Background: an optimization exercise with open tools, aiming at small area, a short achievable clock period and few clock cycles per item. Do not read the settings as production practice. The RTL was checked by simulation tests, not by an equivalence proof against the original design. No activity file was given, so power comes from the tool's default toggle rates.

Setup of cedar:
==> flow/design.v <==
module dot4s(input [3:0] a0, input [3:0] b0, input [3:0] a1, input [3:0] b1, output [12:0] p);
    wire pp0_00 = a0[0] & b0[0];
    wire pp0_01 = a0[0] & b0[1];
    wire pp0_02 = a0[0] & b0[2];
    wire pp0_03 = ~a0[0] | ~b0[3];
    wire pp0_10 = a0[1] & b0[0];
    wire pp0_11 = a0[1] & b0[1];
    wire pp0_12 = a0[1] & b0[2];
    wire pp0_13 = ~a0[1] | ~b0[3];
    wire pp0_20 = a0[2] & b0[0];
    wire pp0_21 = a0[2] & b0[1];
    wire pp0_22 = a0[2] & b0[2];
    wire pp0_23 = a0[2] & b0[3];
    wire pp0_23n = ~a0[2] | ~b0[3];
    wire pp0_30 = ~a0[3] | ~b0[0];
    wire pp0_31 = ~a0[3] | ~b0[1];
    wire pp0_32 = ~a0[3] | ~b0[2];
    wire pp0_33 = a0[3] & b0[3];
    wire pp1_00 = a1[0] & b1[0];
    wire pp1_01 = a1[0] & b1[1];
    wire pp1_02 = a1[0] & b1[2];
    wire pp1_03 = ~a1[0] | ~b1[3];
    wire pp1_10 = a1[1] & b1[0];
    wire pp1_11 = a1[1] & b1[1];
    wire pp1_12 = a1[1] & b1[2];
    wire pp1_13 = ~a1[1] | ~b1[3];
    wire pp1_20 = a1[2] & b1[0];
    wire pp1_21 = a1[2] & b1[1];
    wire pp1_22 = a1[2] & b1[2];
    wire pp1_23 = ~a1[2] | ~b1[3];
    wire pp1_30 = ~a1[3] | ~b1[0];
    wire pp1_31 = ~a1[3] | ~b1[1];
    wire pp1_32 = ~a1[3] | ~b1[2];
    wire pp1_33 = a1[3] & b1[3];
    wire s1 = pp0_00 ^ pp1_00;
    wire c2 = pp0_00 & pp1_00;
    wire s3 = pp0_01 ^ pp0_10 ^ pp1_01;
    wire c4 = (pp0_01 & pp0_10) | (pp0_01 & pp1_01) | (pp0_10 & pp1_01);
    wire s5 = pp1_10 ^ c2 ^ s3;
    wire c6 = (pp1_10 & c2) | (pp1_10 & s3) | (c2 & s3);
    wire s7 = pp0_02 ^ pp0_11 ^ pp0_20;
    wire c8 = (pp0_02 & pp0_11) | (pp0_02 & pp0_20) | (pp0_11 & pp0_20);
    wire s9 = pp1_02 ^ pp1_11 ^ pp1_20;
    wire c10 = (pp1_02 & pp1_11) | (pp1_02 & pp1_20) | (pp1_11 & pp1_20);
    wire s11 = c4 ^ s7 ^ s9;
    wire c12 = (c4 & s7) | (c4 & s9) | (s7 & s9);
    wire s13 = c6 ^ s11;
    wire c14 = c6 & s11;
    wire s15 = pp0_03 ^ pp0_12 ^ pp0_21;
    wire c16 = (pp0_03 & pp0_12) | (pp0_03 & pp0_21) | (pp0_12 & pp0_21);
    wire s17 = pp0_30 ^ pp1_03 ^ pp1_12;
    wire c18 = (pp0_30 & pp1_03) | (pp0_30 & pp1_12) | (pp1_03 & pp1_12);
    wire s19 = pp1_21 ^ pp1_30 ^ c10;
    wire c20 = (pp1_21 & pp1_30) | (pp1_21 & c10) | (pp1_30 & c10);
    wire s21 = c8 ^ s15 ^ s17;
    wire c22 = (c8 & s15) | (c8 & s17) | (s15 & s17);
    wire s23 = c12 ^ s19 ^ s21;
    wire c24 = (c12 & s19) | (c12 & s21) | (s19 & s21);
    wire s25 = c14 ^ s23;
    wire c26 = c14 & s23;
    wire s27 = pp0_13 ^ pp0_22 ^ pp0_31;
    wire c28 = (pp0_13 & pp0_22) | (pp0_13 & pp0_31) | (pp0_22 & pp0_31);
    wire s29 = pp1_13 ^ pp1_22 ^ pp1_31;
    wire c30 = (pp1_13 & pp1_22) | (pp1_13 & pp1_31) | (pp1_22 & pp1_31);
    wire s31 = c16 ^ c18 ^ s27;
    wire c32 = (c16 & c18) | (c16 & s27) | (c18 & s27);
    wire s33 = s29 ^ c20 ^ c22;
    wire c34 = (s29 & c20) | (s29 & c22) | (c20 & c22);
    wire s35 = s31 ^ c24 ^ s33;
    wire c36 = (s31 & c24) | (s31 & s33) | (c24 & s33);
    wire s37 = c26 ^ s35;
    wire c38 = c26 & s35;
    wire s39 = pp0_23 ^ pp0_32 ^ pp1_23;
    wire c40 = (pp0_23 & pp0_32) | (pp0_23 & pp1_23) | (pp0_32 & pp1_23);
    wire s41 = pp1_32 ^ c28 ^ c30;
    wire c42 = (pp1_32 & c28) | (pp1_32 & c30) | (c28 & c30);
    wire s43 = s39 ^ c32 ^ s41;
    wire c44 = (s39 & c32) | (s39 & s41) | (c32 & s41);
    wire s45 = c34 ^ s43 ^ c36;
    wire c46 = (c34 & s43) | (c34 & c36) | (s43 & c36);
    wire s47 = c38 ^ s45;
    wire c48 = c38 & s45;
    wire s49 = pp0_23n ^ pp0_33 ^ pp1_33;
    wire c50 = (pp0_23n & pp0_33) | (pp0_23n & pp1_33) | (pp0_33 & pp1_33);
    wire s51 = c40 ^ s49 ^ c42;
    wire c52 = (c40 & s49) | (c40 & c42) | (s49 & c42);
    wire s53 = c44 ^ s51;
    wire c54 = c44 & s51;
    wire s55 = c50 ^ c52;
    wire c56 = c50 & c52;
    assign p = {s53, 1'b0, s55, c48, c56, c54, c46, s47, s37, s25, s13, s5, s1};
endmodule
module dotfin(input [12:0] p, output [8:0] y);
    wire [2:0] hi = p[8:6] + p[11:9] + p[12];
    assign y = {~hi[2], hi[1:0], p[5:0]};
endmodule
module axis_matmul2x2 #(parameter W = 13) (
    input                       clk             ,
    input                       rst             ,
    input                       s_axis_tvalid   ,
    input     [31 : 0]          s_axis_tdata    ,
    input                       s_axis_tlast    ,
    output                      s_axis_tready   ,
    output                      m_axis_tvalid   ,
    output    [31 : 0]          m_axis_tdata    ,
    output                      m_axis_tlast    ,
    input                       m_axis_tready
);
    wire [3:0] ia0 = s_axis_tdata[3:0];
    wire [3:0] ia1 = s_axis_tdata[11:8];
    wire [3:0] ib0 = s_axis_tdata[19:16];
    wire [3:0] ib1 = s_axis_tdata[27:24];
    reg       hv;
    reg [3:0] h_a0, h_a1, h_b00, h_b01;
    reg       mv, mrow;
    reg [3:0] ma0, ma1;
    reg [3:0] mb00, mb01, mb10, mb11;
    reg       ov;
    reg [W-1:0] oc0, oc1;    
    wire out_free  = !ov || m_axis_tready;
    wire do_comp   = mv && out_free;
    wire comp_last = do_comp && !mrow;
    reg rdy_x, rdy_y;
    assign s_axis_tready = rdy_x || (rdy_y && m_axis_tready);
    wire s_fire = s_axis_tvalid && s_axis_tready;
    wire [W-1:0] dot0, dot1;
    dot4s u_d0(.a0(ma0), .b0(mb00), .a1(ma1), .b1(mb10), .p(dot0));
    dot4s u_d1(.a0(ma0), .b0(mb01), .a1(ma1), .b1(mb11), .p(dot1));
    wire [8:0] c0, c1;
    dotfin u_f0(.p(oc0), .y(c0));
    dotfin u_f1(.p(oc1), .y(c1));
    wire hv_n   = s_fire ? !hv : hv;
    wire mv_n   = (s_fire && hv) ? 1'b1 : comp_last ? 1'b0 : mv;
    wire mrow_n = (s_fire && hv) ? 1'b1 : do_comp ? 1'b0 : mrow;
    wire ov_n   = do_comp ? 1'b1 : m_axis_tready ? 1'b0 : ov;
    always @(posedge clk) begin
        if (rst) begin
            hv <= 1'b0;
            mv <= 1'b0;
            mrow <= 1'b0;
            ov <= 1'b0;
            rdy_x <= 1'b1;
            rdy_y <= 1'b1;
        end else begin
            hv <= hv_n;
            mv <= mv_n;
            mrow <= mrow_n;
            ov <= ov_n;
            rdy_x <= hv_n ? (!mv_n || (!mrow_n && !ov_n)) : (!mv_n || !mrow_n || !ov_n);
            rdy_y <= !hv_n || !mrow_n;
        end
    end
    always @(posedge clk) begin
        if (s_fire)
            h_a0 <= ia0;
        if (s_fire && !hv) begin
            h_a1  <= ia1;
            h_b00 <= ib0;
            h_b01 <= ib1;
        end else if (s_fire && hv) begin
            h_a1  <= h_a0;
        end
        if (s_fire && hv) begin
            ma0  <= h_a1;
            ma1  <= ia1;
            mb00 <= h_b00;
            mb01 <= h_b01;
            mb10 <= ib0;
            mb11 <= ib1;
        end else if (do_comp && mrow) begin
            ma0 <= h_a1;
            ma1 <= h_a0;
        end
        if (do_comp) begin
            oc0 <= dot0;
            oc1 <= dot1;
        end
    end
    assign m_axis_tvalid = ov;
    assign m_axis_tlast  = ov;
    assign m_axis_tdata  = {{7{c1[8]}}, c1, {7{c0[8]}}, c0};
endmodule
Settings: LEC_CHECK=0, CAP_MARGIN=20, CORE_MARGIN=2, CORE_UTILIZATION=40, PLACE_DENSITY=0.6, SETUP_SLACK_MARGIN=4.0, SLEW_MARGIN=20; clock period 7.5 ns.
standard.sh (not shown) runs the stock make flow with config.mk's settings and CLKGATE_MAP_FILE= SYNTH_SCRIPT=/design/flow/synth_recipe.tcl, a recipe that flattens the netlist after the stock synthesis.
==> flow/flow/run.sh <==
#!/bin/bash
# Standard ORFS layout, with these changes:
#  - synthesis runs Yosys's synth without its internal ABC pass (SYNTH_ARGS=-noabc),
#    so the full-adder extraction sees the RTL's adder structure directly;
#    the final ABC mapping still runs as usual;
#  - every input and output port still gets its own buffer, but a buf_1
#    instead of the slow delay buffer buffer_ports picks by default;
#  - clock tree synthesis without dummy loads.
set -euo pipefail
bash standard.sh SYNTH_ARGS=-noabc \
  "BUFFER_PORTS_ARGS=-buffer_cell sky130_fd_sc_hd__buf_1" \
  "CTS_ARGS=-sink_clustering_enable -repair_clock_nets -dont_use_dummy_load" \
  finish > make_finish.log 2>&1
cedar | stages: all done | timing, DRC, antenna: all pass
Testbench counts of cedar, summed over its fixed seeds: cycles 792, items 384.
## Diff of input files: raven against cedar
diff --git a/flow/design.v b/flow/design.v
--- a/flow/design.v
+++ b/flow/design.v
@@ -111,7 +111,7 @@
     wire [3:0] ib0 = s_axis_tdata[19:16];
     wire [3:0] ib1 = s_axis_tdata[27:24];
     reg       hv;
-    reg [3:0] h_a0, h_a1, h_b00, h_b01;
+    reg [3:0] h_a00, h_a10, h_b00, h_b01;
     reg       mv, mrow;
     reg [3:0] ma0, ma1;
     reg [3:0] mb00, mb01, mb10, mb11;
@@ -151,25 +151,24 @@
         end
     end
     always @(posedge clk) begin
-        if (s_fire)
-            h_a0 <= ia0;
         if (s_fire && !hv) begin
-            h_a1  <= ia1;
+            h_a00 <= ia0;
+            h_a10 <= ia1;
             h_b00 <= ib0;
             h_b01 <= ib1;
-        end else if (s_fire && hv) begin
-            h_a1  <= h_a0;
         end
+        if (s_fire && hv)
+            h_a10 <= ia0;
         if (s_fire && hv) begin
-            ma0  <= h_a1;
+            ma0  <= h_a10;
             ma1  <= ia1;
             mb00 <= h_b00;
             mb01 <= h_b01;
             mb10 <= ib0;
             mb11 <= ib1;
         end else if (do_comp && mrow) begin
-            ma0 <= h_a1;
-            ma1 <= h_a0;
+            ma0 <= h_a00;
+            ma1 <= h_a10;
         end
         if (do_comp) begin
             oc0 <= dot0;
--- outcome ---
In the flow results for raven and cedar, the clock skew is smaller on raven. The die of raven is larger than the one used in cedar. raven has synthesized area above what cedar had. From cedar to raven the numbers moved as follows: peak clock frequency supported by timing level, sequential area share after synthesis moved down, minimum setup slack in the final design moved up, critical path data arrival time level. raven and cedar ended up with nearly the same total number of sequential cells. Summary — total power divided by cell area, raven relative to cedar: higher, by about 2.4%. Die width: raven vs cedar up 0.44 um. Between cedar and raven, the flow reports routed wire length increasing by a few percent. Compared with cedar, raven shows a share of layout cells above drive strength 1 that is 6.4 points lower. For the largest stage delay on the critical path, raven came in 50 ps higher than cedar did.
Testbench counts of raven, summed over its fixed seeds: cycles 792, items 384.

separate check: timing with driven ports:
In the flow no input, the clock included, has a driving cell. The finished layouts below were timed again as built, in two steps.
Step 1, drivers: a clkbuf_16 drives clk and a buf_2 each remaining input, both assumed.
Step 2 moves the port delays by t, midway between the first and last clock arrival at a register: inputs arrive t later, outputs are due t later. That takes back most of the time a late clock gives input paths.
a / b / c = ideal / step 1 / step 2; a / b = the first two.
run | t, ns | setup WS [ns] | hold WS [ns] | worst setup path after step 2 | worst register clock-pin slew, ns
cedar | 0.368 | 4.010 / 3.989 / 4.010 | 0.423 / 0.423 / 0.423 | register to register | 0.08 / 0.08
raven | 0.367 | 4.015 / 4.007 / 4.013 | 0.420 / 0.420 / 0.420 | input to output | 0.09 / 0.09
After both steps setup and hold are still met in every run listed. For raven, which loses most, drivers alone change the setup slack by -0.008 ns; drivers and shift together by -0.002 ns.
